This design comes from an exercise in tuning for small area on the open sky130 flow, not from production work.
Function was checked by simulation only, so behaviour that the tests miss may differ from the original.

Setup of rev 12:
## mac_array
module mac_array#(
    parameter   BATCH   = 32,
    parameter   DATA_W  = 8,
    parameter   RES_W   = 32
    )(
    input   clk,
    input   rst,
    input   new_acc,
    input   [BATCH  -1 : 0][DATA_W  -1 : 0] vec_a,
    input   [BATCH  -1 : 0][DATA_W  -1 : 0] vec_b,
    output  [BATCH  -1 : 0][RES_W   -1 : 0] vec_out,
    output  [RES_W  -1 : 0] sca_out
    );
    reg sload_reg;
    always @(posedge clk) sload_reg <= new_acc;
    wire [BATCH*16-1:0] prod;
    generate
        genvar i;
        for (i = 0; i < BATCH; i = i + 1) begin: ARR
            MAC_DSP mac_unit (
                .clk        (clk                ),
                .sload_reg  (sload_reg          ),
                .a          (vec_a[i]           ),
                .b          (vec_b[i]           ),
                .prod       (prod[16*i +: 16]   ),
                .accum_out  (vec_out[i]         )
            );
        end
    endgenerate
    adder_tree adder_tree_inst (
        .clk        (clk        ),
        .sload_reg  (sload_reg  ),
        .prod       (prod       ),
        .sum        (sca_out    )
    );
endmodule
Size: ~14000 cells after synthesis.
==> flow/config.mk <==
export PLATFORM = sky130hd
export DESIGN_NAME = mac_array
export DESIGN_NICKNAME = mac_array
export VERILOG_FILES = /design/flow/design.v
export SDC_FILE = /design/flow/constraint.sdc
export NUM_CORES = 4
export LEC_CHECK = 0
export CAP_MARGIN = 35
export CORE_MARGIN = 2
export CORE_UTILIZATION = 40
export SLEW_MARGIN = 35
==> flow/constraint.sdc <==
create_clock -name core_clock -period 6.0 [get_ports {clk}]
set_input_delay 1.2000 -clock core_clock [delete_from_list [all_inputs] [get_ports {clk}]]
set_output_delay 1.2000 -clock core_clock [all_outputs]
set_load 0.01 [all_outputs]
standard.sh (not shown) runs the stock make flow with config.mk's settings and CLKGATE_MAP_FILE= SYNTH_SCRIPT=/design/flow/synth_recipe.tcl, a recipe that flattens the netlist after the stock synthesis.
==> flow/flow/run.sh <==
#!/bin/bash
# The standard layout (standard synthesis, floorplan, placement, CTS,
# routing), with the port buffers that placement inserts on every input and
# output made with the smallest buffer cell instead of a delay buffer.
set -euo pipefail
export BUFFER_PORTS_ARGS="-buffer_cell sky130_fd_sc_hd__buf_1"
bash standard.sh > standard.log 2>&1
Relative to rev 12, the following input files were edited for rev 13:
==> flow/flow/run.sh <==
#!/bin/bash
# The standard layout (standard synthesis, floorplan, placement, CTS,
# routing) with two changes:
# - the port buffers that placement inserts on every input and output use the
#   smallest buffer cell instead of a delay buffer;
# - CTS clusters more flip-flops per leaf buffer and adds no dummy loads.
set -euo pipefail
export BUFFER_PORTS_ARGS="-buffer_cell sky130_fd_sc_hd__buf_1"
export CTS_ARGS="-sink_clustering_enable -repair_clock_nets -dont_use_dummy_load -sink_clustering_size 24 -sink_clustering_max_diameter 120"
bash standard.sh > standard.log 2>&1
- Rev 12 → rev 13: H-tree depth decreased 2; cell count decreased by 1.9% relative to the old numbers; final critical delay including setup and external delays fell by 0.042 ns.
- Rev 12 → rev 13: maximum cell stage delay along the critical path went down by 0.03 ns; core utilization went down by 1.8 points; global-route usage over all layers went down by 0.31 points; clock-pin slew of the registers on the worst-case setup and hold paths went up by 0.04 ns; fraction of the cycle the final worst path needs went down by 0.70 points.

* * *

mac_array, a different RTL version from the one above (not shown whole).
Size in the first run: roughly 15000 cells after synthesis, roughly 2300 flip-flops, roughly 1600 I/O pins.
make LEC_CHECK=0 CAP_MARGIN=35 CORE_MARGIN=2 CORE_UTILIZATION=55 CTS_BUF_LIST='sky130_fd_sc_hd__clkbuf_4 sky130_fd_sc_hd__clkbuf_8' CTS_CLUSTER_SIZE=30 SLEW_MARGIN=35 finish   # period 6.0 ns
run.sh (not shown) runs the stock make flow with config.mk's settings and CLKGATE_MAP_FILE= SYNTH_SCRIPT=/design/flow/synth_recipe.tcl, a recipe that flattens the netlist after the stock synthesis.
Stock flow here: none of the scripts above is used.
==> next run, changes <==
CORE_UTILIZATION = 40   (was 55)
CTS_BUF_LIST = unset   (was sky130_fd_sc_hd__clkbuf_4 sky130_fd_sc_hd__clkbuf_8)
CTS_CLUSTER_SIZE = unset   (was 30)
Outcome: The new run finished clean; count of clock-buffer cells in the layout fell by 217; worst hold slack gets better by 21 ps; fmax fell by 0.33%; via count fell by 4.2%.

* * *

mac_array, a different RTL version from the one above (not shown whole).
For scale: roughly 13000 cells after synthesis, ~2300 flip-flops, roughly 140000 um^2 of cells after synthesis.
==> flow/design.v (excerpt) <==
module mac_array#(
    parameter   BATCH   = 32,
    parameter   DATA_W  = 8,
    parameter   RES_W   = 32
    )(
    input   clk,
    input   rst,
    input   new_acc,
    input   [BATCH  -1 : 0][DATA_W  -1 : 0] vec_a,
    input   [BATCH  -1 : 0][DATA_W  -1 : 0] vec_b,
    output  [BATCH  -1 : 0][RES_W   -1 : 0] vec_out,
    output  [RES_W  -1 : 0] sca_out
    );
export LEC_CHECK = 0
export CAP_MARGIN = 35
export CORE_MARGIN = 2
export CORE_UTILIZATION = 70
export SLEW_MARGIN = 35
export SYNTH_HIERARCHICAL = 1
create_clock -name core_clock -period 6.0 [get_ports {clk}]
standard.sh (not shown) runs the stock make flow with config.mk's settings and CLKGATE_MAP_FILE= SYNTH_SCRIPT=/design/flow/synth_recipe.tcl, a recipe that flattens the netlist after the stock synthesis.
==> flow/flow/run.sh <==
#!/bin/bash
# The standard layout (standard synthesis, floorplan, placement, CTS,
# routing) with two changes:
# - the port buffers that placement inserts on every input and output use the
#   smallest buffer cell instead of a delay buffer;
# - CTS clusters more flip-flops per leaf buffer and adds no dummy loads.
set -euo pipefail
export BUFFER_PORTS_ARGS="-buffer_cell sky130_fd_sc_hd__buf_1"
export CTS_ARGS="-sink_clustering_enable -repair_clock_nets -dont_use_dummy_load -sink_clustering_size 24 -sink_clustering_max_diameter 120"
bash standard.sh > standard.log 2>&1
==> next run, changes <==
--- a/flow/config.mk
+++ b/flow/config.mk
@@ -9,3 +9,3 @@
 export CORE_MARGIN = 2
-export CORE_UTILIZATION = 70
+export CORE_UTILIZATION = 60
 export SLEW_MARGIN = 35
Synthesized area does not change; wire length goes up slightly; maximum frequency goes down slightly; cell count goes up by a few percent; critical path depth does not change.

* * *

Setup of job 3580:
mac_array, a different RTL version from the one above (not shown whole).
Size in the first run: about 14000 cells after synthesis, about 2300 flip-flops, ~1600 I/O pins, roughly 0.15 mm² of cells after synthesis.
Settings: LEC_CHECK=0, CAP_MARGIN=35, CORE_MARGIN=2, CORE_UTILIZATION=40, SLEW_MARGIN=35; clock period 6.0 ns.
Scripts as last shown in full above: flow/flow/run.sh
Job 3580 finished every stage and its layout cleared the timing, design-rule and antenna checks.
Input-level comparison between job 7643 and job 3580:
- CORE_UTILIZATION: 40 -> 60
### Flow results
From job 7643 to job 3580, synthesized area did not move at all. Job 3580 -> job 7643: area taken by flip-flops and latches flat. Going from job 3580 to job 7643, via count grew by a few percent. Job 7643 against job 3580: wire length on met3 went up by about 70%, aggregate routed wire length went down by about 2.6%, met2 capacity usage during global routing went up by 16 points.

static timing again, ports no longer ideal:
The results above use ideal ports. As a check the final layouts listed here were re-extracted and re-timed, cells and wires unchanged. Step 1 (the two cells are an assumption about what drives the block):
set clk [get_ports {clk}]
set_driving_cell -lib_cell sky130_fd_sc_hd__clkbuf_16 $clk
set_driving_cell -lib_cell sky130_fd_sc_hd__buf_2 [delete_from_list [all_inputs] $clk]
Step 2 moves the port delays by t, midway between the first and last clock arrival at a register: inputs arrive t later, outputs are due t later. That takes back most of the time a late clock gives input paths. Slacks: ideal ports / drivers / drivers and shift; pairs: ideal ports / drivers.
run | t, ns | setup slack, ns | slew at the worst register clock pin (ns) | worst slew at a driven data input, ns
rev 12 | 1.024 | 0.184 / 0.072 / 0.491 | 0.07 / 0.07 | 0.20
rev 13 | 1.003 | 0.226 / 0.111 / 0.456 | 0.12 / 0.12 | 0.17
the first run of note 2 | 1.200 | 0.109 / -0.001 / 0.329 | 0.08 / 0.08 | 0.26
the second run of note 2 | 1.018 | 0.090 / -0.026 / 0.539 | 0.07 / 0.07 | 0.22
the first run of note 3 | 0.893 | 0.130 / 0.130 / 0.130 | 0.11 / 0.11 | 0.29
the second run of note 3 | 0.907 | 0.097 / 0.097 / 0.097 | 0.12 / 0.12 | 0.23
job 3580 | 1.032 | 0.279 / 0.163 / 0.283 | 0.12 / 0.12 | 0.23
job 7643 | 0.916 | 0.325 / 0.207 / 0.341 | 0.11 / 0.11 | 0.25
After both steps every run listed still meets setup and hold.
